Source: an optimization exercise on an open RTL-to-GDS flow (aim: small area). Production flows keep margins and buffers that such runs may drop. The RTL was checked by simulation tests, not by an equivalence proof against the original design. Power and IR drop assume default switching activity.

==> design/flow/design.v <==
module adder_32b (a, b, cin, cout, sum);
  parameter N = 32;
  input  [N-1:0] a, b;
  input  cin;
  output cout;
  output [N-1:0] sum;
  wire [31:0] aa = a, bb = b;
  wire [31:0] p, g, c;
  wire co;
  pg4 PG [7:0] (aa, bb, p, g);
  cla32 CL (p, g, cin, c, co);
  xor_n #(N) SX (p[N-1:0], c[N-1:0], sum);
  assign cout = (N == 32) ? co : c[N];
endmodule
module cla32 (p, g, ci, c, co);
  input  [31:0] p, g;
  input  ci;
  output [31:0] c;
  output co;
  wire [7:0] bg, bp;
  bgp4 B [7:0] (p, g, bg, bp);
  wire g10, p10, g32, p32, g54, p54, g76, p76, g30, p30, g74, p74;
  gp2 L10 (bg[1], bp[1], bg[0], bp[0], g10, p10);
  gp2 L32 (bg[3], bp[3], bg[2], bp[2], g32, p32);
  gp2 L54 (bg[5], bp[5], bg[4], bp[4], g54, p54);
  gp2 L76 (bg[7], bp[7], bg[6], bp[6], g76, p76);
  gp2 L30 (g32, p32, g10, p10, g30, p30);
  gp2 L74 (g76, p76, g54, p54, g74, p74);
  wire [8:0] bc;
  assign bc[0] = ci;
  ao21 C1 (bp[0], bc[0], bg[0], bc[1]);
  ao21 C2 (p10, bc[0], g10, bc[2]);
  ao21 C4 (p30, bc[0], g30, bc[4]);
  ao21 C3 (bp[2], bc[2], bg[2], bc[3]);
  ao21 C5 (bp[4], bc[4], bg[4], bc[5]);
  ao21 C6 (p54, bc[4], g54, bc[6]);
  ao21 C8 (p74, bc[4], g74, bc[8]);
  ao21 C7 (bp[6], bc[6], bg[6], bc[7]);
  assign co = bc[8];
  genvar k;
  generate
    for (k = 0; k < 8; k = k + 1) begin : blk
      assign c[4*k] = bc[k];
      rip4 R (p[4*k +: 3], g[4*k +: 3], bc[k], c[4*k+1 +: 3]);
    end
  endgenerate
endmodule
module pg4 (a, b, p, g);
  input  [3:0] a, b;
  output [3:0] p, g;
  assign p = a ^ b;
  assign g = a & b;
endmodule
module rip4 (p, g, ci, c);
  input  [2:0] p, g;
  input  ci;
  output [3:1] c;
  assign c[1] = g[0] | p[0] & ci;
  assign c[2] = g[1] | p[1] & c[1];
  assign c[3] = g[2] | p[2] & c[2];
endmodule
module bgp4 (p, g, bg, bp);
  input  [3:0] p, g;
  output bg, bp;
  assign bg = g[3] | p[3] & (g[2] | p[2] & (g[1] | p[1] & g[0]));
  assign bp = &p;
endmodule
module gp2 (gh, ph, gl, pl, g, p);
  input gh, ph, gl, pl;
  output g, p;
  assign g = gh | ph & gl;
  assign p = ph & pl;
endmodule
module ao21 (a1, a2, b1, y);
  input a1, a2, b1;
  output y;
  assign y = a1 & a2 | b1;
endmodule
module xor_n (a, b, y);
  parameter N = 32;
  input  [N-1:0] a, b;
  output [N-1:0] y;
  assign y = a ^ b;
endmodule
module alu (a, b, sub, s, g, p, co, eq);
  input  [31:0] a, b;
  input  sub;   
  output [31:0] s, g, p;
  output co, eq;
  wire [31:0] c;
  pg4 PG [7:0] (a, b, p, g);
  cla32 CL (p, g, sub, c, co);
  xor_n #(32) SX (p, c, s);
  and_n #(32) EQ (p, eq);
endmodule
module and_n (a, y);
  parameter N = 32;
  input  [N-1:0] a;
  output y;
  assign y = &a;
endmodule
module controller (rst, opcode, func, mem_read, mem_write, reg_write, wa_rd, wa_31,
                   alu_src, sub, w_pc4, w_mem, w_sum, w_g, w_p, w_slt,
                   beq, n_jr, n_j, n_seq);
  input  rst;
  input  [5:0] opcode, func;
  output mem_read, mem_write, reg_write, wa_rd, wa_31, alu_src, sub;
  output w_pc4, w_mem, w_sum, w_g, w_p, w_slt;
  output beq, n_jr, n_j, n_seq;
  wire rtype = (opcode == 6'b000000);
  wire lw    = (opcode == 6'b100011);
  wire sw    = (opcode == 6'b101011);
  wire br    = (opcode == 6'b000100);
  wire addi  = (opcode == 6'b001001);
  wire slti  = (opcode == 6'b001010);
  wire j     = (opcode == 6'b000010);
  wire jal   = (opcode == 6'b000011);
  wire jr    = (opcode == 6'b000110);
  wire f_add = (func == 6'b100000);
  wire f_sub = (func == 6'b100011);
  wire f_or  = (func == 6'b100101);
  wire f_slt = (func == 6'b101010);
  wire f_and = ~(f_add | f_sub | f_or | f_slt);
  assign mem_read  = lw;
  assign mem_write = sw;
  assign reg_write = rtype | lw | addi | slti | jal;
  assign wa_rd     = rtype;
  assign wa_31     = jal;
  assign alu_src   = lw | sw | addi | slti;
  assign sub       = br | slti | (rtype & (f_sub | f_slt));
  assign w_pc4 = ~rst & jal;
  assign w_mem = ~rst & lw;
  assign w_sum = ~rst & (addi | (rtype & (f_add | f_sub)));
  assign w_g   = ~rst & rtype & (f_and | f_or);
  assign w_p   = ~rst & rtype & f_or;
  assign w_slt = ~rst & (slti | (rtype & f_slt));
  assign beq   = br;
  assign n_jr  = ~rst & jr;
  assign n_j   = ~rst & (j | jal);
  assign n_seq = ~rst & ~(jr | j | jal);
endmodule
module mux2to1_32b (rt, imm, sel, sub, y);
  input [31:0] rt;
  input [15:0] imm;
  input sel, sub;
  output [31:0] y;
  wire [31:0] sx = {{16{imm[15]}}, imm};
  genvar k;
  generate
    for (k = 0; k < 32; k = k + 1) begin : b
      bsel B (rt[k], sx[k], sel, sub, y[k]);
    end
  endgenerate
endmodule
module bsel (r, i, s, x, y);
  input r, i, s, x;
  output y;
  assign y = (s ? i : r) ^ x;
endmodule
module mux2to1_5b (i0, i1, sel, sel31, y);
  input [4:0] i0, i1;
  input sel, sel31;
  output [4:0] y;
  assign y = sel31 ? 5'd31 : sel ? i1 : i0;
endmodule
module mux3to1_32b (i0, i1, i2, s0, s1, s2, y);
  input [31:0] i0, i1, i2;
  input s0, s1, s2;
  output [31:0] y;
  wire [31:0] n;
  genvar k;
  generate
    for (k = 0; k < 32; k = k + 1) begin : b
      aoi222 A (i0[k], s0, i1[k], s1, i2[k], s2, n[k]);
    end
  endgenerate
  inv_n #(32) I (n, y);
endmodule
module wb_mux (pc4, mem, sum, g, p, slt, s_pc4, s_mem, s_sum, s_g, s_p, s_slt, y);
  input [31:0] pc4, mem, sum, g, p;
  input slt, s_pc4, s_mem, s_sum, s_g, s_p, s_slt;
  output [31:0] y;
  wire y0;
  genvar k;
  generate
    for (k = 1; k < 32; k = k + 1) begin : b
      ao5 A (pc4[k], s_pc4, mem[k], s_mem, sum[k], s_sum, g[k], s_g, p[k], s_p, y[k]);
    end
  endgenerate
  ao5 A0 (pc4[0], s_pc4, mem[0], s_mem, sum[0], s_sum, g[0], s_g, p[0], s_p, y0);
  ao21 S0 (slt, s_slt, y0, y[0]);
endmodule
module ao5 (a0, b0, a1, b1, a2, b2, a3, b3, a4, b4, y);
  input a0, b0, a1, b1, a2, b2, a3, b3, a4, b4;
  output y;
  assign y = (a0 & b0) | (a1 & b1) | (a2 & b2) | (a3 & b3) | (a4 & b4);
endmodule
module inv_n (a, y);
  parameter N = 1;
  input  [N-1:0] a;
  output [N-1:0] y;
  assign y = ~a;
endmodule
module reg_32b (d_in, clk, d_out);
  input [31:0] d_in;
  input clk;
  output reg [31:0] d_out;
  always @(posedge clk)
    d_out <= d_in;
endmodule
module reg_file (wr_data, rd_reg1, rd_reg2, wr_reg, reg_write, rst, clk, rd_data1, rd_data2);
  input [31:0] wr_data;
  input [4:0] rd_reg1, rd_reg2, wr_reg;
  input reg_write, rst, clk;
  output [31:0] rd_data1, rd_data2;
  wire [30:0] s1, s2;
  wire [31:0] col [0:31];
  genvar i, b;
  generate
    for (i = 1; i < 32; i = i + 1) begin : g
      reg [31:0] q;
      always @(posedge clk)
        if (rst | (reg_write & (wr_reg == i)))
          q <= wr_data;
      assign s1[i-1] = (rd_reg1 == i);
      assign s2[i-1] = (rd_reg2 == i);
    end
    for (b = 0; b < 32; b = b + 1) begin : c
      wire [30:0] r;
      for (i = 1; i < 32; i = i + 1) begin : w
        assign r[i-1] = g[i].q[b];
      end
      rd_bit RB1 (r, s1, rd_data1[b]);
      rd_bit RB2 (r, s2, rd_data2[b]);
    end
  endgenerate
endmodule
module rd_bit (r, s, y);
  input [30:0] r, s;
  output y;
  wire [10:0] n;
  genvar k;
  generate
    for (k = 0; k < 10; k = k + 1) begin : a
      aoi222 A (r[3*k], s[3*k], r[3*k+1], s[3*k+1], r[3*k+2], s[3*k+2], n[k]);
    end
  endgenerate
  assign n[10] = ~(r[30] & s[30]);
  assign y = ~&n;
endmodule
module aoi222 (a0, b0, a1, b1, a2, b2, y);
  input a0, b0, a1, b1, a2, b2;
  output y;
  assign y = ~((a0 & b0) | (a1 & b1) | (a2 & b2));
endmodule
module shl2 (imm, beq, eq, t);
  input [15:0] imm;
  input beq, eq;
  output [16:0] t;
  assign t = {imm[15], imm} & {17{beq & eq}};
endmodule
module datapath (clk, rst, inst_adr, inst, data_adr, data_out, data_in, mem_read, mem_write);
  input  clk, rst;
  output [31:0] inst_adr;
  input  [31:0] inst;
  output [31:0] data_adr;
  output [31:0] data_out;
  input  [31:0] data_in;
  output mem_read, mem_write;
  wire reg_write, wa_rd, wa_31, alu_src, sub;
  wire w_pc4, w_mem, w_sum, w_g, w_p, w_slt;
  wire beq, n_jr, n_j, n_seq;
  controller CU (rst, inst[31:26], inst[5:0], mem_read, mem_write, reg_write, wa_rd, wa_31,
                 alu_src, sub, w_pc4, w_mem, w_sum, w_g, w_p, w_slt,
                 beq, n_jr, n_j, n_seq);
  wire [31:0] pc, npc, rd1, rd2, wd, b, s, g, p;
  wire [29:0] seq;
  wire [4:0]  wa;
  wire co, eq;
  reg_32b PC (npc, clk, pc);
  mux2to1_5b WA (inst[20:16], inst[15:11], wa_rd, wa_31, wa);
  reg_file RF (wd, inst[25:21], inst[20:16], wa, reg_write, rst, clk, rd1, rd2);
  mux2to1_32b BM (rd2, inst[15:0], alu_src, sub, b);
  alu ALU (rd1, b, sub, s, g, p, co, eq);
  wb_mux WB ({seq, pc[1:0]}, data_in, s, g, p, ~co, w_pc4, w_mem, w_sum, w_g, w_p, w_slt, wd);
  wire [16:0] t;
  shl2 BT (inst[15:0], beq, eq, t);
  adder_32b #(30) PCADD (pc[31:2], {{13{t[16]}}, t}, 1'b1, , seq);
  mux3to1_32b NP (rd1, {seq[29:26], inst[25:0], 2'b00}, {seq, pc[1:0]}, n_jr, n_j, n_seq, npc);
  assign inst_adr = pc;
  assign data_adr = s;
  assign data_out = rd2;
endmodule
module mips_single_cycle (rst, clk, inst_adr, inst, data_adr, data_in, data_out, mem_read, mem_write);
  input rst, clk;
  output [31:0] inst_adr;
  input  [31:0] inst;
  output [31:0] data_adr;
  input  [31:0] data_in;
  output [31:0] data_out;
  output mem_read, mem_write;
  datapath DP (clk, rst, inst_adr, inst, data_adr, data_out, data_in, mem_read, mem_write);
endmodule
==> design/flow/flow/run.sh <==
#!/bin/bash
# The standard layout, except that the port buffers are the smallest
# buffer cell instead of a delay cell.
set -euo pipefail
export BUFFER_PORTS_ARGS="-buffer_cell sky130_fd_sc_hd__buf_1"
bash standard.sh > flow_make.log 2>&1
==> design/flow/standard.sh <==
#!/bin/bash
# synth_recipe.tcl (not shown) runs the flow's synth.tcl, then flattens the netlist and writes it again
# the make line also repeats each setting of config.mk as NAME=value (left out here)
make -C /OpenROAD-flow-scripts/flow DESIGN_CONFIG=/design/flow/config.mk WORK_HOME=/design/flow/orfs CLKGATE_MAP_FILE= SYNTH_SCRIPT=/design/flow/synth_recipe.tcl "${@:-finish}"
==> design/flow/config.mk <==
export PLATFORM = sky130hd
export DESIGN_NAME = mips_single_cycle
export DESIGN_NICKNAME = mips_single_cycle
export VERILOG_FILES = /design/flow/design.v
export SDC_FILE = /design/flow/constraint.sdc
export NUM_CORES = 4
export LEC_CHECK = 0
export CAP_MARGIN = 5
export CORE_MARGIN = 2
export CORE_UTILIZATION = 40
export CTS_CLUSTER_DIAMETER = 90
export CTS_CLUSTER_SIZE = 26
export SETUP_SLACK_MARGIN = 0.1
export SLEW_MARGIN = 5
export SYNTH_HIERARCHICAL = 1
==> design/flow/constraint.sdc <==
create_clock -name core_clock -period 11.0 [get_ports {clk}]
set_input_delay 2.2000 -clock core_clock [delete_from_list [all_inputs] [get_ports {clk}]]
set_output_delay 2.2000 -clock core_clock [all_outputs]
set_load 0.01 [all_outputs]
==> results of run 1 <==
[timing repair]
item,in CTS,in global routing
gates resized for setup,0,5
endpoints found under the setup margin,0,2
endpoints found under the hold margin,0,0
[power by group through the flow]
stage / Combinational (µW) / Sequential (µW) / Clock [µW]
CTS: 990 / 4520 / 2140
finish: 1040 / 4520 / 2140
global placement: 983 / 4590 / 0
detailed placement: 985 / 4610 / 0
floorplan: 483 / 4580 / 0
global route: 1060 / 4540 / 2270
[final timing paths]
| check | end | depth (start not counted) | startpoint | slack, ns |
|---|---|---|---|---|
| max | data_adr[31] | 21 | inst[20] | 0.12 |
| min | DP.PC.d_out[0] | 2 | DP.PC.d_out[0] | 0.68 |
| max reg2reg | DP.RF.g[14].q[25] | 24 | DP.RF.g[22].q[6] | 3.87 |
| min reg2reg | DP.PC.d_out[0] | 2 | DP.PC.d_out[0] | 0.68 |
[worst max-delay path: stages]
cell      delay (ns)
buf_1           0.63
nand2b_1        0.44
nor3_2          0.90
buf_4           0.46
a222oi_1        0.16
nand4_1         0.18
a2111o_1        0.29
mux2i_1         0.13
xnor2_1         0.17
ha_1            0.42
a21oi_1         0.18
o21ai_1         0.16
a21o_1          0.24
a21o_1          0.17
a21o_1          0.30
a21o_1          0.30
a21o_1          0.21
a21o_1          0.22
a31o_1          0.28
xor2_2          0.39
buf_1           0.20
[routing by layer]
layer  global-route usage, %  wire (µm)  up-vias
met3                   11.55      31950      637
met4                   15.97      12030       16
met1                   41.04      63040    17700
met5                 0.04255        114        -
met2                   48.36      81020     3434
li1                        -          -    13640
[layout make-up]
cell class                 instances  area, µm²
antenna                            1      2.502
multi-input combinational       1612      14280
tap                             1488       1862
fill                            9624      59880
sequential                      1024      30430
inverter                          33      123.9
clock buffer                      63       1279
timing repair buffer             364       2173
clock inverter                    12      180.2
[sequential cells by signal, summed over array words and instances (netlist names)]
| register | cells |
|---|---|
| DP.PC.d_out | 32 |
| DP.RF.g.q | 992 |
[through the flow]
| step | total power (µW) | cells | util (%) | setup slack, ns |
|---|---|---|---|---|
| global placement | 5576 | 4521 | 44.32 | 0.1993 |
| finish | 7707 | 4597 | 45.67 | 0.1231 |
| detailed placement | 5591 | 4521 | 44.32 | 0.1639 |
| global route | 7862 | 4596 | 45.67 | 0.2403 |
| CTS | 7646 | 4596 | 45.64 | 0.1581 |
| floorplan | 5065 | 2691 | - | 1.057 |
==> metrics.md, run 1 <==
| Metric | Value |
|---|---|
| Outcome | `finished clean` |
| Die Wd | `336.7 µm` |
| Crit end category | `output pin` |
| Clock transition at path regs | `around 0.1 ns` |
| Cells after synthesis | `2686` |
| Final Cycle Share | `98.88%` |
| First-pass GRT wire length | `255900 µm` |
| Core area | `about 0.11 mm²` |
| CTS sink cnt | `1024` |
| FMAX | `91.94 MHz` |
| Io pins | `164` |
| CTS max path bufs | `3` |
| Final Skew | `0.05660 ns` |
| Most frequent cells in the layout | `992 x edfxtp_1, 704 x a222oi_1, 197 x buf_4` |
| Hold-fix buffer count after cts | `0` |
| HP Class | `reg -> reg` |
| # setup viols final | `0` |
| Crit path kind | `in -> out` |
| Max-slew violation count | `0` |
| CTS Root Cell | `clkbuf_16` |
| CTS tree | `yes` |
| Max_slew headroom | `under 10%` |
| Logic gate share of total power | `13.5%` |
| H-tree levels | `2` |
| Largest net degree at the start of global routing | `37` |
| Final net count | `3212` |
| Maxcap violations | `0` |
| Pwr Density | `153.1 mW/mm²` |
| Area of the die | `0.1134 mm²` |
| Avg Vias per Cell | `7.706` |
| Critical Path RT | `8.80 ns` |
| Commonest non-fill, non-tap cell in the layout | `edfxtp_1` |
| Fin. Hold Viols | `0` |
| Hpwl dp | `121600 µm` |
| Initial Util | `around two fifths` |
| Synth Cell Area | `0.04428 mm²` |
| Initial detailed-routing violation count | `9673` |
| Int Power | `about 5600 µW` |
| Critical Path Source Type | `primary input` |
| WL final | `188200 µm` |
| Worst Tran Pin Value | `about 1.4 ns` |
| Area delta synth->final | `13.66%` |
| Port Buffers | `163` |
| Vias in the first global route | `33260` |
| WP data arrival | `8.68 ns` |
| Leakage power | `~0.018 µW` |
| CTS buffer count | `49` |
| DRT antenna net count | `0` |
| All-layer global routing usage | `approximately 32%` |
| Design area | `0.05033 mm²` |
| Minimum clock period after layout | `10.88 ns` |
| Routed vias | `about 35000` |
| Die H | `336.7 µm` |
| Placed Area | `0.04884 mm²` |
| Std cell rows | `122` |
| Initial antenna violation count | `13` |
| Later-pin clock latency in the skew report | `0.69 ns` |
| Placer Congestion | `1.026` |
| YS warnings | `8` |
| Sw Pwr | `~2100 µW` |
| Max IR drop VDD | `approximately 130 µV` |
| Setup tns final | `0 ns` |
| Clock group share of total power | `27.8%` |
| Net Sw Frac | `27.79%` |
| Crit path max fanout | `14` |
| RSZ-0062 raised after global routing | `no` |
| Routed WL per cell | `40.93 µm` |
| Layout cell share with drive strength beyond 1 | `12.39%` |
| Avg Cell Area, Syn | `about 16 µm²` |
| DRC violations left | `0` |
| Flop pwr share | `about three fifths` |
| Iteration count of the initial detailed-routing pass | `13` |
| Grt ovf | `0` |
| Setup Fix Bufs, Post-CTS | `0` |
| WHS | `0.6847 ns` |
==> run 2, diff against run 1 <==
--- a/design/flow/design.v
+++ b/design/flow/design.v
@@ -215,6 +215,8 @@
   output [31:0] rd_data1, rd_data2;
   wire [30:0] s1, s2;
   wire [31:0] col [0:31];
+  dec5 D1 (rd_reg1, s1);
+  dec5 D2 (rd_reg2, s2);
   genvar i, b;
   generate
     for (i = 1; i < 32; i = i + 1) begin : g
@@ -222,8 +224,6 @@
       always @(posedge clk)
         if (rst | (reg_write & (wr_reg == i)))
           q <= wr_data;
-      assign s1[i-1] = (rd_reg1 == i);
-      assign s2[i-1] = (rd_reg2 == i);
     end
     for (b = 0; b < 32; b = b + 1) begin : c
       wire [30:0] r;
@@ -235,6 +235,35 @@
     end
   endgenerate
 endmodule
+module dec5 (a, y);
+  input  [4:0] a;
+  output [30:0] y;
+  wire [3:0] lo;
+  wire [7:0] hi;
+  pre2 L (a[1:0], lo);
+  pre3 H (a[4:2], hi);
+  genvar k;
+  generate
+    for (k = 1; k < 32; k = k + 1) begin : d
+      and2 A (lo[k % 4], hi[k / 4], y[k-1]);
+    end
+  endgenerate
+endmodule
+module pre2 (a, y);
+  input  [1:0] a;
+  output [3:0] y;
+  assign y = 4'b0001 << a;
+endmodule
+module pre3 (a, y);
+  input  [2:0] a;
+  output [7:0] y;
+  assign y = 8'b00000001 << a;
+endmodule
+module and2 (a, b, y);
+  input a, b;
+  output y;
+  assign y = a & b;
+endmodule
 module rd_bit (r, s, y);
   input [30:0] r, s;
   output y;
==> metrics.md, run 2 <==
| Metric | Value |
|---|---|
| Outcome | `finished clean` |
| Commonest non-fill, non-tap cell in the layout | `edfxtp_1` |
| Critical Path RT | `8.80 ns (about the same)` |
| # setup viols final | `0 (unchanged)` |
| Max IR drop VDD | `133.2 µV (+2.3%)` |
| Die H | `337.3 µm (+0.18%)` |
| Int Power | `5551 µW (-0.24%)` |
| Setup Fix Bufs, Post-CTS | `0 (unchanged)` |
| Number of flip-flops in the largest register | `992 (unchanged)` |
| CTS tree | `yes` |
| Fin. Hold Viols | `0 (unchanged)` |
| Initial antenna violation count | `10 (-3)` |
| All-layer global routing usage | `31.80% (-0.34 points)` |
| Clock group share of total power | `27.8% (about the same)` |
| CTS sink cnt | `1024 (unchanged)` |
| Initial detailed-routing violation count | `9718 (+0.47%)` |
| Final total power | `7668 µW (-0.51%)` |
| FMAX | `96.63 MHz (+5.1%)` |
| Port Buffers | `163 (unchanged)` |
| Filler instances | `9551 (-0.76%)` |
| # resized after CTS | `0 (unchanged)` |
| Register name with the most flops | `DP.RF.g.q` |
| Final Cycle Share | `94.07% (-4.8 points)` |
| HP Class | `reg -> reg` |
| Layout cell share with drive strength beyond 1 | `9.762% (-2.6 points)` |
| RSZ-0062 raised after global routing | `no` |
| Crit-path max cell delay | `0.63 ns (-0.27 ns)` |
| First-pass GRT wire length | `255300 µm (-0.27%)` |
| Placer Congestion | `0.9609 (-6.4%)` |
| Iteration count of the initial detailed-routing pass | `17 (+4)` |
| Core area | `0.1104 mm² (+0.14%)` |
| Std cell rows | `122 (unchanged)` |
| Critical path, cell by cell | `buf_1, and2b_2, and2_1, buf_4, a222oi_1, nand4_1, a2111o_1, mux2i_1, xnor2_1, ha_1, nand2_1, o21ai_1, a21o_1, a21o_1, a21o_1, a21o_1, a21o_1, a21o_1, a31o_1, xor2_1, buf_1` |
| Initial Util | `40.27% (+0.088 points)` |
| Area delta synth->final | `11.97%` |
| Largest net degree at the start of global routing | `33 (-11%)` |
| YS warnings | `8 (unchanged)` |
| Crit path max fanout | `18 (+4)` |
| DRC violations left | `0 (unchanged)` |
| Avg Vias per Cell | `7.734 (+0.36%)` |
| Leakage power | `0.01820 µW (-0.60%)` |
| Cells after synthesis | `2687 (+0.037%)` |
| Most used cell, CP | `a21o_1` |
| Flop pwr share | `59.0% (+0.3 points)` |
| Biggest regs | `DP.RF.g.q: 992 flops, DP.PC.d_out: 32 flops` |
| Avg Cell Area, Syn | `16.54 µm² (+0.32%)` |
| Most frequent cells in the layout | `992 x edfxtp_1, 704 x a222oi_1, 167 x buf_4` |
| CTS buffer count | `48 (-2.0%)` |
| WL final | `187600 µm (-0.31%)` |
| Final Skew | `0.06189 ns (+0.005291 ns)` |
| WP data arrival | `8.15 ns (-0.53 ns)` |
| Die Wd | `337.3 µm (+0.18%)` |
| DRT antenna net count | `0 (unchanged)` |
| Io pins | `164 (unchanged)` |
| Grt ovf | `0 (unchanged)` |
| CTS Root Cell | `clkbuf_16` |
| Crit end category | `output pin` |
| Max_slew headroom | `10.76% (+3.6 points)` |
| Later-pin clock latency in the skew report | `0.69 ns (about the same)` |
| Net Sw Frac | `27.61% (-0.19 points)` |
| Core Util, Final | `45.09% (-0.58 points)` |
| Final net count | `3183 (-0.90%)` |
| Worst path slowest cell | `and2_1` |
| Vias in the first global route | `33150 (-0.33%)` |
| Hpwl dp | `119700 µm (-1.6%)` |
| Minimum clock period after layout | `10.35 ns (-0.5287 ns)` |
| Hold-fix buffer count after cts | `0 (unchanged)` |
| Setup tns final | `0 ns (unchanged)` |
| Pwr Density | `154.1 mW/mm² (+0.64%)` |
| Maxcap violations | `0 (unchanged)` |
| Sw Pwr | `2117 µW (-1.2%)` |
| Logic gate share of total power | `13.3% (-0.2 points)` |
| Area of the die | `0.1138 mm² (+0.35%)` |
| Clock transition at path regs | `0.10 ns (about the same)` |
| Crit path kind | `in -> out` |
| Critical Path Source Type | `primary input` |
| CTS max path bufs | `3 (unchanged)` |
| Routed WL per cell | `41.08 µm (+0.37%)` |
| Worst Tran Pin Value | `1.339 ns (-0.05310 ns)` |
| Routed vias | `35310 (-0.31%)` |
| Synth Cell Area | `0.04444 mm² (+0.36%)` |
| H-tree levels | `2 (unchanged)` |
| Max-slew violation count | `0 (unchanged)` |
-- run 2: routing by layer --
layer	vias to the layer above	global-route usage, %	share of wire [%]
met4	12	15.08	6.1
met3	680	11.86	17
met1	17470	40.51	34
li1	13590	-	-
met2	3565	47.94	43
met5	-	0	0.042
-- run 2: power by group through the flow --
stage	logic (µW)	registers, µW	clock network (µW)
5_1_grt	1040	4540	2240
2_1_floorplan	482	4580	0
3_5_place_dp	969	4610	0
4_1_cts	974	4520	2120
6_report	1020	4520	2130
3_3_place_gp	969	4590	0
-- run 2: critical path, delay by kind of cell --
family | cells | cell delay [ns]
compound gates | 10 | 2.60
xor+xnor | 2 | 0.29
fa+ha+maj | 1 | 0.41
buf+inv | 3 | 0.96
mux | 1 | 0.18
simple gates | 4 | 1.47
-- run 2: final cells by class --
type | instances | area (µm²) | area share [%]
flip-flops and latches | 1024 | 30430 | 61.15
diodes | 5 | 12.51 | 0.02514
multi-input cells | 1614 | 14030 | 28.20
well taps | 1488 | 1862 | 3.742
clock buffers | 56 | 1252 | 2.517
clock inverters | 12 | 152.6 | 0.3068
inverters | 36 | 135.1 | 0.2716
repair buffers | 331 | 1886 | 3.789
-- run 2: final timing paths --
| check | startpoint | to | slack (ns) | cells past startpoint |
|---|---|---|---|---|
| worst min register to register | DP.PC.d_out[0] | DP.PC.d_out[0] | 0.57 | 2 |
| worst max register to register | DP.RF.g[22].q[30] | DP.RF.g[17].q[29] | 3.78 | 24 |
| worst min-delay path | DP.PC.d_out[0] | DP.PC.d_out[0] | 0.57 | 2 |
| worst max-delay path | inst[17] | data_adr[31] | 0.65 | 21 |
-- run 2: metrics by stage --
stage	cell area [µm²]	hold WS [ns]	setup slack, ns	std cells
6_report	49760	0.5656	0.6518	4566
5_1_grt	49750	0.5905	0.5864	4561
4_1_cts	49750	0.5594	0.8675	4561
3_5_place_dp	48340	0.5325	0.8396	4493
3_3_place_gp	48340	0.5012	0.8392	4493
2_1_floorplan	44460	0.5481	1.057	2692
==> run 3, diff against run 2 <==
--- a/design/flow/design.v
+++ b/design/flow/design.v
@@ -215,6 +215,8 @@
   output [31:0] rd_data1, rd_data2;
   wire [30:0] s1, s2;
   wire [31:0] col [0:31];
+  wire [30:0] en;
+  wdec5 W (wr_reg, reg_write, rst, en);
   dec5 D1 (rd_reg1, s1);
   dec5 D2 (rd_reg2, s2);
   genvar i, b;
@@ -222,7 +224,7 @@
     for (i = 1; i < 32; i = i + 1) begin : g
       reg [31:0] q;
       always @(posedge clk)
-        if (rst | (reg_write & (wr_reg == i)))
+        if (en[i-1])
           q <= wr_data;
     end
     for (b = 0; b < 32; b = b + 1) begin : c
@@ -249,6 +251,27 @@
     end
   endgenerate
 endmodule
+module wdec5 (a, we, rst, y);
+  input  [4:0] a;
+  input  we, rst;
+  output [30:0] y;
+  wire [3:0] lo;
+  wire [7:0] hi;
+  pre2  L (a[1:0], lo);
+  pre3e H (a[4:2], we, hi);
+  genvar k;
+  generate
+    for (k = 1; k < 32; k = k + 1) begin : d
+      ao21 A (lo[k % 4], hi[k / 4], rst, y[k-1]);
+    end
+  endgenerate
+endmodule
+module pre3e (a, en, y);
+  input  [2:0] a;
+  input  en;
+  output [7:0] y;
+  assign y = {7'd0, en} << a;
+endmodule
 module pre2 (a, y);
   input  [1:0] a;
   output [3:0] y;
==> metrics.md, run 3 <==
| Metric | Value |
|---|---|
| Outcome | `finished clean` |
| Later-pin clock latency in the skew report | `0.74 ns (+0.05 ns)` |
| Worst reg-to-reg setup slack | `3.50 ns (-0.28 ns)` |
| # resized after CTS | `0 (unchanged)` |
| Worst Reg2Reg Path Length in Cells | `24 (unchanged)` |
| Flop pwr share | `58.7% (-0.3 points)` |
| CTS tree | `yes` |
| Area of the die | `0.1136 mm² (-0.13%)` |
| Hold Crit Depth | `2 (unchanged)` |
| Maxcap violations | `0 (unchanged)` |
| H-tree levels | `2 (unchanged)` |
| Cells after synthesis | `2671 (-0.60%)` |
| CTS max path bufs | `3 (unchanged)` |
| Setup Fix Bufs, Post-CTS | `0 (unchanged)` |
| Std cell rows | `122 (unchanged)` |
| Clock group share of total power | `28.3% (+0.5 points)` |
| Register name with the most flops | `DP.RF.g.q` |
| DRC violations left | `0 (unchanged)` |
| All-layer global routing usage | `31.71% (-0.082 points)` |
| Critical Path RT | `8.80 ns (about the same)` |
| Reg-to-reg startpoint | `DP.RF.g[28].q[19]` |
| Initial Util | `40.21% (-0.054 points)` |
| Final Cycle Share | `95.69% (+1.6 points)` |
| HP Class | `reg -> reg` |
| WL final | `185900 µm (-0.91%)` |
| Crit path kind | `in -> out` |
| Leakage power | `0.01832 µW (+0.64%)` |
| Worst-case hold path end point | `DP.PC.d_out[1]` |
| Die H | `337.1 µm (about the same)` |
| Area delta synth->final | `11.97% (about the same)` |
| Filler instances | `9568 (+0.18%)` |
| Routed vias | `34910 (-1.1%)` |
| Net Sw Frac | `27.75% (+0.15 points)` |
| Grt ovf | `0 (unchanged)` |
| Pwr Density | `155.0 mW/mm² (+0.61%)` |
| Crit end category | `output pin` |
| Clock transition at path regs | `0.10 ns (about the same)` |
| Sw Pwr | `2138 µW (+1.0%)` |
| Hpwl dp | `120600 µm (+0.82%)` |
| Final net count | `3176 (-0.22%)` |
| Max IR drop VDD | `131.7 µV (-1.1%)` |
| Synth Cell Area | `0.04438 mm² (-0.14%)` |
| # setup viols final | `0 (unchanged)` |
| Logic gate share of total power | `13.0% (-0.3 points)` |
| Number of flip-flops in the largest register | `992 (unchanged)` |
| Final Skew | `0.09095 ns (+0.02906 ns)` |
| Io pins | `164 (unchanged)` |
| FMAX | `95.00 MHz (-1.7%)` |
| Worst Tran Pin Value | `1.423 ns (+0.08479 ns)` |
| Int Power | `5566 µW (+0.27%)` |
| Critical Path Source Type | `primary input` |
| WP data arrival | `8.33 ns (+0.18 ns)` |
| Die Wd | `337.1 µm (about the same)` |
| Vias in the first global route | `33390 (+0.70%)` |
| First-pass GRT wire length | `254200 µm (-0.40%)` |
| Max_slew headroom | `5.110% (-5.7 points)` |
| RSZ-0062 raised after global routing | `no` |
| Fin. Hold Viols | `0 (unchanged)` |
| Biggest regs | `DP.RF.g.q: 992 flops, DP.PC.d_out: 32 flops` |
| CTS Root Cell | `clkbuf_16` |
| Routed WL per cell | `40.79 µm (-0.71%)` |
| CTS buffer count | `49 (+2.1%)` |
| Worst r2r dst | `DP.RF.g[27].q[29]` |
| Avg Vias per Cell | `7.661 (-0.95%)` |
| Iteration count of the initial detailed-routing pass | `15 (-2)` |
| Initial detailed-routing violation count | `9547 (-1.8%)` |
| Commonest non-fill, non-tap cell in the layout | `edfxtp_1` |
| Start point of the critical path | `inst[20]` |
| Avg Cell Area, Syn | `16.62 µm² (+0.46%)` |
| Placer Congestion | `1.009 (+5.0%)` |
| Final total power | `7704 µW (+0.47%)` |
| Max-slew violation count | `0 (unchanged)` |
| Layout cell share with drive strength beyond 1 | `9.912% (+0.15 points)` |
| Core area | `0.1104 mm² (unchanged)` |
| Minimum clock period after layout | `10.53 ns (+0.1779 ns)` |
| Port Buffers | `163 (unchanged)` |
| Crit path max fanout | `21 (+3)` |
| DRT antenna net count | `0 (unchanged)` |
| Hold_sp | `DP.PC.d_out[1]` |
| Most frequent cells in the layout | `992 x edfxtp_1, 704 x a222oi_1, 167 x buf_4` |
| YS warnings | `8 (unchanged)` |
| Setup tns final | `0 ns (unchanged)` |
| Largest net degree at the start of global routing | `37 (+12%)` |
| Initial antenna violation count | `8 (-2)` |
| CTS sink cnt | `1024 (unchanged)` |
| Hold-fix buffer count after cts | `0 (unchanged)` |
-- run 3: per-layer routing --
metal  GRT usage (%)  part of all wire [%]
met1           41.17                    35
met2           47.55                    43
met3           10.90                    16
met4           15.12                   5.8
met5          0.3830                 0.052
-- run 3: worst max path at each step --
stage / slack [ns] / cells past startpoint / end
6_report: 0.47 / 21 / data_adr[31]
5_1_grt: 0.44 / 21 / data_adr[31]
4_1_cts: 0.81 / 19 / data_adr[31]
3_5_place_dp: 0.51 / 29 / DP.RF.g[18].q[29]
3_3_place_gp: 0.63 / 29 / DP.RF.g[17].q[29]
2_1_floorplan: 1.06 / 15 / data_adr[31]
-- run 3: per-stage QoR --
| step | util (%) | instance area [µm²] | cells | setup slack, ns | hold slack [ns] |
|---|---|---|---|---|---|
| global route | 45.02 | 49680 | 4555 | 0.4373 | 0.6302 |
| finish | 45.02 | 49690 | 4557 | 0.4739 | 0.6041 |
| detailed placement | 43.65 | 48180 | 4485 | 0.5082 | 0.5695 |
| floorplan | - | 44400 | 2676 | 1.057 | 0.5481 |
| global placement | 43.65 | 48180 | 4485 | 0.6285 | 0.5684 |
| CTS | 45.02 | 49680 | 4555 | 0.8148 | 0.5953 |
-- run 3: final cells by class --
type | instances | area (µm²) | share of cell area [%]
Antenna cell | 2 | 5.005 | 0.01007
Timing Repair Buffer | 332 | 1907 | 3.838
Tap cell | 1488 | 1862 | 3.747
Clock inverter | 17 | 262.8 | 0.5288
Inverter | 33 | 123.9 | 0.2493
Multi-Input combinational cell | 1608 | 13860 | 27.89
Clock buffer | 53 | 1241 | 2.498
Sequential cell | 1024 | 30430 | 61.24
-- run 3: power by group through the flow --
| stage | clock network, µW | registers [µW] | logic, µW |
|---|---|---|---|
| floorplan | 0 | 4580 | 479 |
| global placement | 0 | 4590 | 952 |
| detailed placement | 0 | 4610 | 954 |
| CTS | 2170 | 4520 | 958 |
| global route | 2300 | 4540 | 1020 |
| finish | 2180 | 4520 | 999 |
-- run 3: worst max-delay path, stage by stage --
cell and delay (ns):
buf_1 0.54, nor3b_1 0.47, and2_1 0.75, buf_4 0.60, a222oi_1 0.22, nand4_1 0.27, a2111o_1 0.20, mux2i_1 0.10
xnor2_1 0.16, ha_1 0.43, a21oi_1 0.19, o21ai_1 0.15, a21o_1 0.23, a21o_1 0.18, a21o_1 0.21, a21o_1 0.23
a21o_1 0.19, a21o_1 0.20, a31o_1 0.24, xor2_1 0.34, buf_1 0.19
==> run 4, diff against run 3 <==
--- a/design/flow/config.mk
+++ b/design/flow/config.mk
@@ -7,7 +7,7 @@
 export LEC_CHECK = 0
 export CAP_MARGIN = 5
 export CORE_MARGIN = 2
-export CORE_UTILIZATION = 40
+export CORE_UTILIZATION = 52
 export CTS_CLUSTER_DIAMETER = 90
 export CTS_CLUSTER_SIZE = 26
 export SETUP_SLACK_MARGIN = 0.1
==> metrics.md, run 4 <==
| Metric | Value |
|---|---|
| Later-pin clock latency in the skew report | `0.67 ns (-0.07 ns)` |
| Port Buffers | `163 (unchanged)` |
| All-layer global routing usage | `39.58% (+7.9 points)` |
| # setup viols final | `0 (unchanged)` |
| Final net count | `3143 (-1.0%)` |
| CTS tree | `yes` |
| Area delta synth->final | `10.26%` |
| Hold_sp | `DP.PC.d_out[0]` |
| CTS Root Cell | `clkbuf_16` |
| Max-slew violation count | `0 (unchanged)` |
| Minimum clock period after layout | `10.61 ns (+0.08178 ns)` |
| Setup Fix Bufs, Post-CTS | `0 (unchanged)` |
| Crit path max fanout | `20 (-4.8%)` |
| First-pass GRT wire length | `244000 µm (-4.0%)` |
| Hpwl dp | `112300 µm (-6.9%)` |
| WP data arrival | `8.41 ns (+0.08 ns)` |
| Layout cell share with drive strength beyond 1 | `8.929% (-0.98 points)` |
| Register name with the most flops | `DP.RF.g.q` |
| Leakage power | `0.01811 µW (-1.1%)` |
| Synth Cell Area | `0.04438 mm² (unchanged)` |
| Worst-case hold path end point | `DP.PC.d_out[0]` |
| FMAX | `94.27 MHz (-0.77%)` |
| YS warnings | `8 (unchanged)` |
| Met3 Routed Length | `28880 µm (-3.8%)` |
| Worst reg-to-reg setup slack | `3.96 ns (+0.46 ns)` |
| Largest net degree at the start of global routing | `38 (+2.7%)` |
| Avg Vias per Cell | `8.175 (+6.7%)` |
| HP Class | `reg -> reg` |
| Fin. Hold Viols | `0 (unchanged)` |
| Reg-to-reg startpoint | `DP.RF.g[1].q[21]` |
| Avg Cell Area, Syn | `16.62 µm² (unchanged)` |
| WL final | `177600 µm (-4.4%)` |
| CTS sink cnt | `1024 (unchanged)` |
| Filler instances | `6723 (-30%)` |
| # diodes | `0 (-2)` |
| Vias in the first global route | `32440 (-2.8%)` |
| Initial antenna violation count | `9 (+1)` |
| Final total power | `7609 µW (-1.2%)` |
| Crit end category | `output pin` |
| Max_slew headroom | `2.784% (-2.3 points)` |
| Std cell rows | `107 (-12%)` |
| CTS max path bufs | `3 (unchanged)` |
| Critical Path Source Type | `primary input` |
| Final Cycle Share | `96.44% (+0.74 points)` |
| Placer Congestion | `0.9855 (-2.3%)` |
| Core area | `0.08488 mm² (-23%)` |
| Final Skew | `0.03184 ns (-0.05910 ns)` |
| RSZ-0062 raised after global routing | `no` |
| Pwr Density | `155.5 mW/mm² (+0.29%)` |
| Hold-fix buffer count after cts | `0 (unchanged)` |
| Met1 Routed Length | `63680 µm (-1.1%)` |
| Pre-CTS WS | `0.6196 ns (+0.1113 ns)` |
| Cells after synthesis | `2671 (unchanged)` |
| Biggest regs | `DP.RF.g.q: 992 flops, DP.PC.d_out: 32 flops` |
| Die Wd | `296.1 µm (-12%)` |
| Outcome | `finished clean` |
| Routed length on met2 | `77540 µm (-3.8%)` |
| Initial Util | `52.28% (+12 points)` |
| CTS buffer count | `48 (-2.0%)` |
| Routed WL per cell | `42.51 µm (+4.2%)` |
| Initial detailed-routing violation count | `8771 (-8.1%)` |
| Grt ovf | `0 (unchanged)` |
| Core Util, Final | `57.65% (+13 points)` |
| Worst r2r dst | `DP.RF.g[22].q[29]` |
| # resized after CTS | `0 (unchanged)` |
| Crit path kind | `in -> out` |
| Most frequent cells in the layout | `992 x edfxtp_1, 704 x a222oi_1, 162 x buf_1` |
| Clock transition at path regs | `0.08 ns (-0.02 ns)` |
| H-tree levels | `2 (unchanged)` |
| Worst Reg2Reg Path Length in Cells | `24 (unchanged)` |
| Die H | `296.1 µm (-12%)` |
| Maxcap violations | `0 (unchanged)` |
| Max IR drop VDD | `157.6 µV (+20%)` |
| Io pins | `164 (unchanged)` |
| DRC violations left | `0 (unchanged)` |
| DRT antenna net count | `0 (unchanged)` |
| Setup slack after layout | `0.3921 ns (-0.08178 ns)` |
| Routed vias | `34170 (-2.1%)` |
| Commonest non-fill, non-tap cell in the layout | `edfxtp_1` |
| Critical Path RT | `8.80 ns (about the same)` |
| DR top layer | `met5` |
| Setup tns final | `0 ns (unchanged)` |
| Hold Crit Depth | `2 (unchanged)` |
| Worst Tran Pin Value | `1.458 ns (+0.03489 ns)` |
| Iteration count of the initial detailed-routing pass | `15 (unchanged)` |
| Area of the die | `0.08770 mm² (-23%)` |
| Number of flip-flops in the largest register | `992 (unchanged)` |
run 4: worst max-delay path, cell delays in order:
cell      delay, ns
buf_1          0.38
nor3b_1        0.64
and2_1         0.99
buf_4          0.40
a222oi_1       0.12
nand4_1        0.30
a2111o_1       0.27
mux2i_1        0.12
xnor2_1        0.33
ha_1           0.39
and4_1         0.23
a21o_1         0.16
a21o_1         0.17
a21o_1         0.22
a21o_1         0.21
a21o_1         0.19
a21o_1         0.21
a31o_1         0.24
xor2_1         0.38
buf_1          0.22
run 4: final cells by class:
cell class	count	area, µm²	share of cell area (%)
clock inverters	9	118.9	0.2429
flip-flops and latches	1024	30430	62.19
inverters	33	123.9	0.2531
clock buffers	61	1292	2.641
multi-input cells	1608	13860	28.32
well taps	1144	1431	2.925
repair buffers	300	1679	3.431
run 4: worst max path at each step:
stage,end,cells past startpoint,startpoint
4_1_cts,data_adr[31],20,inst[20]
6_report,data_adr[31],20,inst[20]
2_1_floorplan,data_adr[31],15,inst[31]
3_5_place_dp,data_adr[31],20,inst[20]
3_3_place_gp,data_adr[31],20,inst[20]
5_1_grt,data_adr[31],21,inst[20]
run 4: per-layer routing:
metal  up-vias  global-route usage [%]
met2      3084                   59.19
met1     17170                   53.68
met5         -                  0.7206
met4         8                   13.91
li1      13470                       -
met3       428                   14.01
run 4: report_power, final:
part | internal, µW | switching (µW) | leakage, µW
Sequential | 4430 | 85.6 | 0.0105
Combinational | 247 | 719 | 0.00692
Clock | 855 | 1270 | 0.000689
run 4: through the flow:
stage / cells / area, µm² / hold WS [ns]
2_1_floorplan: 2676 / 44400 / 0.5481
3_3_place_gp: 4109 / 47520 / 0.5206
3_5_place_dp: 4109 / 47520 / 0.5319
4_1_cts: 4179 / 48930 / 0.5525
5_1_grt: 4179 / 48930 / 0.5783
6_report: 4179 / 48930 / 0.5601
==> run 5, diff against run 4 <==
--- a/design/flow/config.mk
+++ b/design/flow/config.mk
@@ -7,7 +7,7 @@
 export LEC_CHECK = 0
 export CAP_MARGIN = 5
 export CORE_MARGIN = 2
-export CORE_UTILIZATION = 52
+export CORE_UTILIZATION = 56
 export CTS_CLUSTER_DIAMETER = 90
 export CTS_CLUSTER_SIZE = 26
 export SETUP_SLACK_MARGIN = 0.1
==> metrics.md, run 5 <==
| Metric | Value |
|---|---|
| Design area | `0.04870 mm² (-0.47%)` |
| Avg Cell Area, Syn | `16.62 µm² (unchanged)` |
| CTS sink cnt | `1024 (unchanged)` |
| Initial antenna violation count | `9 (unchanged)` |
| RSZ-0062 raised after global routing | `no` |
| Grt ovf | `0 (unchanged)` |
| Crit end category | `output pin` |
| CTS Root Cell | `clkbuf_16` |
| Minimum clock period after layout | `10.64 ns (+0.03509 ns)` |
| Critical Path RT | `8.80 ns (about the same)` |
| Layout cell share with drive strength beyond 1 | `8.477% (-0.45 points)` |
| CTS buffer count | `47 (-2.1%)` |
| Avg Vias per Cell | `8.526 (+4.3%)` |
| Fin. Hold Viols | `0 (unchanged)` |
| Iteration count of the initial detailed-routing pass | `14 (-1)` |
| Leakage power | `0.01801 µW (-0.54%)` |
| Area delta synth->final | `9.744%` |
| Hold Crit Depth | `2 (unchanged)` |
| Max IR drop VDD | `136.1 µV (-14%)` |
| Later-pin clock latency in the skew report | `0.67 ns (about the same)` |
| Multi-input gate area | `0.01386 mm² (unchanged)` |
| CTS tree | `yes` |
| Synth Cell Area | `0.04438 mm² (unchanged)` |
| Std cell rows | `103 (-3.7%)` |
| Worst-case hold path end point | `DP.PC.d_out[0]` |
| DRT antenna net count | `0 (unchanged)` |
| YS warnings | `8 (unchanged)` |
| Worst reg-to-reg setup slack | `3.30 ns (-0.66 ns)` |
| H-tree levels | `2 (unchanged)` |
| Setup tns final | `0 ns (unchanged)` |
| Hpwl dp | `112000 µm (-0.26%)` |
| Worst Tran Pin Value | `1.413 ns (-0.04498 ns)` |
| Hold_sp | `DP.PC.d_out[0]` |
| Initial Util | `56.36% (+4.1 points)` |
| Pwr Density | `154.4 mW/mm² (-0.68%)` |
| Largest net degree at the start of global routing | `37 (-2.6%)` |
| Clock transition at path regs | `0.09 ns (about the same)` |
| # resized after CTS | `0 (unchanged)` |
| Max_slew headroom | `5.783% (+3.0 points)` |
| Filler instances | `5838 (-13%)` |
| CTS max path bufs | `3 (unchanged)` |
| Max-slew violation count | `0 (unchanged)` |
| Crit path max fanout | `18 (-10%)` |
| DRC violations left | `0 (unchanged)` |
| Final net count | `3130 (-0.41%)` |
| Final Cycle Share | `96.75% (+0.32 points)` |
| Vias in the first global route | `32490 (+0.16%)` |
| All-layer global routing usage | `42.10% (+2.5 points)` |
| Core area | `0.07874 mm² (-7.2%)` |
| FF/Latch Area | `0.03043 mm² (unchanged)` |
| Port Buffers | `163 (unchanged)` |
| Most frequent cells in the layout | `992 x edfxtp_1, 704 x a222oi_1, 162 x buf_1` |
| Reg-to-reg startpoint | `DP.RF.g[25].q[19]` |
| Outcome | `finished clean` |
| Die Wd | `285.5 µm (-3.6%)` |
| Worst r2r dst | `DP.RF.g[2].q[18]` |
| # setup viols final | `0 (unchanged)` |
| Crit path kind | `in -> out` |
| Critical Path Source Type | `primary input` |
| Hold-fix buffer count after cts | `0 (unchanged)` |
| Number of flip-flops in the largest register | `992 (unchanged)` |
| Commonest non-fill, non-tap cell in the layout | `edfxtp_1` |
| Worst Reg2Reg Path Length in Cells | `18 (-25%)` |
| Final Skew | `0.05300 ns (+0.02115 ns)` |
| Die H | `285.5 µm (-3.6%)` |
| WL final | `176400 µm (-0.70%)` |
| WP data arrival | `8.44 ns (+0.03 ns)` |
| Initial detailed-routing violation count | `9769 (+11%)` |
| Setup Fix Bufs, Post-CTS | `0 (unchanged)` |
| Biggest regs | `DP.RF.g.q: 992 flops, DP.PC.d_out: 32 flops` |
| FMAX | `93.96 MHz (-0.33%)` |
| Register name with the most flops | `DP.RF.g.q` |
| Maxcap violations | `0 (unchanged)` |
| Io pins | `164 (unchanged)` |
| Placed Area | `0.04736 mm² (-0.35%)` |
| Final total power | `7522 µW (-1.1%)` |
| Routed WL per cell | `43.30 µm (+1.9%)` |
| HP Class | `reg -> reg` |
| Routed vias | `34730 (+1.7%)` |
| Placer Congestion | `1.001 (+1.6%)` |
| Cells after synthesis | `2671 (unchanged)` |
| Area of the die | `0.08152 mm² (-7.0%)` |
| First-pass GRT wire length | `243800 µm (about the same)` |
## run 5: layer usage
metal  track usage, %  vias up  wire (µm)
li1                 -    13470          -
met1            59.09    17150      61790
met2            60.83     3563      74660
met3            14.51      539      31540
met4            16.18       12       8333
met5                0        -         69
## run 5: worst max-delay path by stage
stage	cells past startpoint	startpoint	end	slack, ns
3_3_place_gp	27	inst[17]	DP.RF.g[1].q[29]	0.36
4_1_cts	20	inst[17]	data_adr[30]	0.63
2_1_floorplan	15	inst[31]	data_adr[31]	1.06
5_1_grt	22	inst[20]	data_adr[30]	0.33
6_report	19	inst[18]	data_adr[30]	0.36
3_5_place_dp	26	inst[17]	DP.RF.g[2].q[29]	0.35
## run 5: power by group
part           switching, µW  total [µW]  leakage, µW  internal, µW
clock                   1230        2040     0.000639           804
combinational            719         962      0.00687           244
sequential              87.2        4520       0.0105          4430
total                   2040        7520       0.0180          5480
## run 5: final cells by class
cell class,count,area share (%)
Antenna cell,4,0.02055
Timing Repair Buffer,288,3.381
Clock buffer,56,2.484
Sequential cell,1024,62.48
Multi-Input combinational cell,1608,28.45
Clock inverter,11,0.2286
Inverter,33,0.2543
Tap cell,1050,2.697
## run 5: worst max-delay path, cell delays in order
cell	delay, ns
buf_1	0.46
and3b_2	0.29
and2_1	0.56
buf_4	0.45
a222oi_1	0.72
nand4_1	0.16
a2111o_1	0.54
mux2i_1	0.22
xnor2_1	0.14
ha_1	0.33
a21oi_1	0.48
o21ai_1	0.17
a21o_1	0.22
a21o_1	0.21
a21o_1	0.20
a21o_1	0.21
a21o_1	0.20
xor2_1	0.44
buf_1	0.21
## run 5: metrics by stage
stage          instances  utilization [%]  setup slack [ns]  hold WS [ns]
3_5_place_dp        4002            60.14            0.3533        0.5249
3_3_place_gp        4002            60.14            0.3625        0.5247
4_1_cts             4069            61.82            0.6349        0.5467
2_1_floorplan       2676                -             1.057        0.5481
6_report            4074            61.85            0.3570        0.5498
5_1_grt             4070            61.84            0.3324        0.5931
==> run 6, diff against run 5 <==
--- a/design/flow/config.mk
+++ b/design/flow/config.mk
@@ -7,7 +7,7 @@
 export LEC_CHECK = 0
 export CAP_MARGIN = 5
 export CORE_MARGIN = 2
-export CORE_UTILIZATION = 56
+export CORE_UTILIZATION = 62
 export CTS_CLUSTER_DIAMETER = 90
 export CTS_CLUSTER_SIZE = 26
 export SETUP_SLACK_MARGIN = 0.1
==> metrics.md, run 6 <==
| Metric | Value |
|---|---|
| Crit end category | `output pin` |
| Final Cycle Share | `94.51% (-2.2 points)` |
| DRT antenna net count | `0 (unchanged)` |
| Iteration count of the initial detailed-routing pass | `15 (+1)` |
| Initial detailed-routing violation count | `11050 (+13%)` |
| Io pins | `164 (unchanged)` |
| Avg Cell Area, Syn | `16.62 µm² (unchanged)` |
| Biggest regs | `DP.RF.g.q: 992 flops, DP.PC.d_out: 32 flops` |
| DRC violations left | `0 (unchanged)` |
| Critical Path Source Type | `primary input` |
| Die H | `271.5 µm (-4.9%)` |
| First-pass GRT wire length | `241000 µm (-1.1%)` |
| Later-pin clock latency in the skew report | `0.67 ns (about the same)` |
| H-tree levels | `2 (unchanged)` |
| Commonest non-fill, non-tap cell in the layout | `edfxtp_1` |
| CP top delay family | `compound AO/OA/AOI/OAI gates` |
| Leakage power | `0.01832 µW (+1.7%)` |
| All-layer global routing usage | `45.88% (+3.8 points)` |
| Max IR drop VDD | `177.2 µV (+30%)` |
| Core Util, Final | `68.88% (+7.0 points)` |
| CTS tree | `yes` |
| Logic gate share of total power | `12.8% (about the same)` |
| Initial Util | `62.40% (+6.0 points)` |
| Routed vias | `35540 (+2.3%)` |
| Avg Vias per Cell | `8.838 (+3.7%)` |
| Crit path kind | `in -> out` |
| Area of the die | `0.07373 mm² (-9.5%)` |
| Register name with the most flops | `DP.RF.g.q` |
| WP buf/inv | `4 (+1)` |
| Port Buffers | `163 (unchanged)` |
| WP data arrival | `8.20 ns (-0.24 ns)` |
| Grt ovf | `0 (unchanged)` |
| Cell Count Post-Placement | `3954 (-1.2%)` |
| Int Power | `5508 µW (+0.48%)` |
| Area delta synth->final | `10.38%` |
| Number of flip-flops in the largest register | `992 (unchanged)` |
| Layout Cells excl Fill | `4021 (-1.3%)` |
| Routed WL per cell | `43.21 µm (-0.20%)` |
| Setup Fix Bufs, Post-CTS | `0 (unchanged)` |
| Critical path, cell by cell | `buf_1, buf_4, nor3b_1, and2_1, buf_4, a222oi_1, nand4_1, a2111o_1, mux2i_1, xnor2_1, ha_1, a21oi_1, o21ai_1, a21o_1, a21o_1, a21o_1, a21o_1, a21o_1, a21o_1, a31o_1, xor2_1, buf_1` |
| Crit-path max cell delay | `0.93 ns (+0.21 ns)` |
| Initial antenna violation count | `4 (-5)` |
| Die Wd | `271.5 µm (-4.9%)` |
| Hold-fix buffer count after cts | `0 (unchanged)` |
| # resized after CTS | `0 (unchanged)` |
| HP Class | `reg -> reg` |
| Largest net degree at the start of global routing | `38 (+2.7%)` |
| Final net count | `3182 (+1.7%)` |
| CTS Root Cell | `clkbuf_16` |
| Outcome | `finished clean` |
| CTS max path bufs | `3 (unchanged)` |
| Crit path max fanout | `14 (-4)` |
| Hpwl dp | `111900 µm (-0.17%)` |
| Minimum clock period after layout | `10.40 ns (-0.2469 ns)` |
| Sw Pwr | `2056 µW (+0.79%)` |
| Max_slew headroom | `4.530% (-1.3 points)` |
| WL final | `173700 µm (-1.5%)` |
| Cells after synthesis | `2671 (unchanged)` |
| Fin. Hold Viols | `0 (unchanged)` |
| FMAX | `96.19 MHz (+2.4%)` |
| Synth Cell Area | `0.04438 mm² (unchanged)` |
| Pwr Density | `154.4 mW/mm² (about the same)` |
| Clock transition at path regs | `0.10 ns (about the same)` |
| Flop pwr share | `59.8% (-0.3 points)` |
| Final Skew | `0.04542 ns (-0.007573 ns)` |
| RSZ-0062 raised after global routing | `no` |
| Max-slew violation count | `0 (unchanged)` |
| Std cell rows | `98 (-4.9%)` |
| Net Sw Frac | `27.18% (+0.060 points)` |
| Vias in the first global route | `33170 (+2.1%)` |
| # setup viols final | `0 (unchanged)` |
| YS warnings | `8 (unchanged)` |
| CTS sink cnt | `1024 (unchanged)` |
| Most frequent cells in the layout | `992 x edfxtp_1, 704 x a222oi_1, 169 x buf_4` |
| Placer Congestion | `1.043 (+4.2%)` |
| Most used cell, CP | `a21o_1` |
| Setup tns final | `0 ns (unchanged)` |
| Clock group share of total power | `27.4% (+0.3 points)` |
| Worst Tran Pin Value | `1.432 ns (+0.01880 ns)` |
| Maxcap violations | `0 (unchanged)` |
| Core area | `0.07112 mm² (-9.7%)` |
| Worst path slowest cell | `and2_1` |
| Layout cell share with drive strength beyond 1 | `9.902% (+1.4 points)` |
| Critical Path RT | `8.80 ns (about the same)` |
| CTS buffer count | `48 (+2.1%)` |
[run 6: power by group through the flow]
stage	clock [µW]	combinational, µW	sequential (µW)
after global placement	0	899	4590
after detailed placement	0	907	4610
after global routing	2170	982	4540
final	2070	968	4520
after floorplan	0	479	4580
after CTS	2040	912	4520
[run 6: metal layers]
metal | up-vias | track usage (%) | wire (µm) | part of all wire, %
met2 | 4025 | 65.26 | 71350 | 41
met1 | 17200 | 61.70 | 56770 | 33
met4 | 8 | 20.24 | 11100 | 6.4
met3 | 749 | 19.82 | 34470 | 20
met5 | - | 0 | 55 | 0.032
li1 | 13560 | - | - | -
[run 6: cell type report]
| type | count | area [µm²] |
|---|---|---|
| flip-flops and latches | 1024 | 30430 |
| fillers | 4834 | 22140 |
| multi-input cells | 1608 | 13850 |
| repair buffers | 339 | 2022 |
| clock buffers | 55 | 1227 |
| well taps | 950 | 1189 |
| clock inverters | 11 | 137.6 |
| inverters | 33 | 123.9 |
| diodes | 1 | 2.502 |
[run 6: worst paths after layout]
path / start / endpoint / slack (ns) / cells past startpoint
max reg2reg: DP.RF.g[16].q[27] / DP.RF.g[13].q[28] / 3.63 / 24
min: DP.PC.d_out[1] / DP.PC.d_out[1] / 0.57 / 2
max: inst[19] / data_adr[31] / 0.60 / 22
min reg2reg: DP.PC.d_out[1] / DP.PC.d_out[1] / 0.57 / 2
[run 6: stage by stage]
step                power (µW)  hold WS, ns  instance area [µm²]  worst slack, ns
floorplan                 5057       0.5481                44400            1.057
CTS                       7468       0.5538                48980           0.8509
detailed placement        5514       0.5291                47610           0.6491
global placement          5492       0.5304                47610           0.7026
finish                    7564       0.5668                48980           0.6039
global route              7689       0.5973                48980           0.5660
[run 6: worst register-to-register path: stages, from the launching register on]
cell and delay, ns:
edfxtp_1 0.41, a222oi_1 0.51, nand4_1 0.48, a2111o_1 0.55, mux2i_1 0.22, xnor2_1 0.09
ha_1 0.50, nand4_1 0.20, or4_1 0.63, nor2_1 0.18, buf_4 0.21, and3_2 0.19
ha_1 0.28, a21oi_1 0.17, o21ai_1 0.12, a21o_1 0.21, a21o_1 0.17, a21o_1 0.25
a21o_1 0.24, a21o_1 0.20, a21o_1 0.19, xor2_1 0.19, a222oi_1 0.37, nand2_1 0.20
buf_4 0.29

-- re-timing with driven ports --
The results above use ideal ports. As a check the final layouts listed here were re-extracted and re-timed, cells and wires unchanged. Step 1: set_driving_cell puts a clkbuf_16 on clk and a buf_2 on each other input, an assumption about the parent block. Step 2 moves the port delays by t, midway between the first and last clock arrival at a register: inputs arrive t later, outputs are due t later. That takes back most of the time a late clock gives input paths. Three values: ideal ports, drivers, drivers and shift; two values: the first two.
run	t (ns)	setup slack, ns	clock arrival spread, ns	worst data-port slew with drivers (ns)
run 1	0.732	0.123 / 0.088 / 0.088	0.056 / 0.057	0.16
run 2	0.728	0.652 / 0.617 / 0.462	0.062 / 0.061	0.08
run 3	0.762	0.474 / 0.443 / 0.016	0.091 / 0.091	0.19
run 4	0.718	0.392 / 0.358 / 0.358	0.032 / 0.033	0.11
run 5	0.718	0.357 / 0.319 / -0.070	0.053 / 0.053	0.05
run 6	0.720	0.604 / 0.578 / 0.350	0.046 / 0.045	0.12
Met with ideal ports but missed after step 2: setup timing in run 5. The setup slack of run 3, which loses most, moves by -0.031 ns with the drivers and by -0.458 ns with both steps.
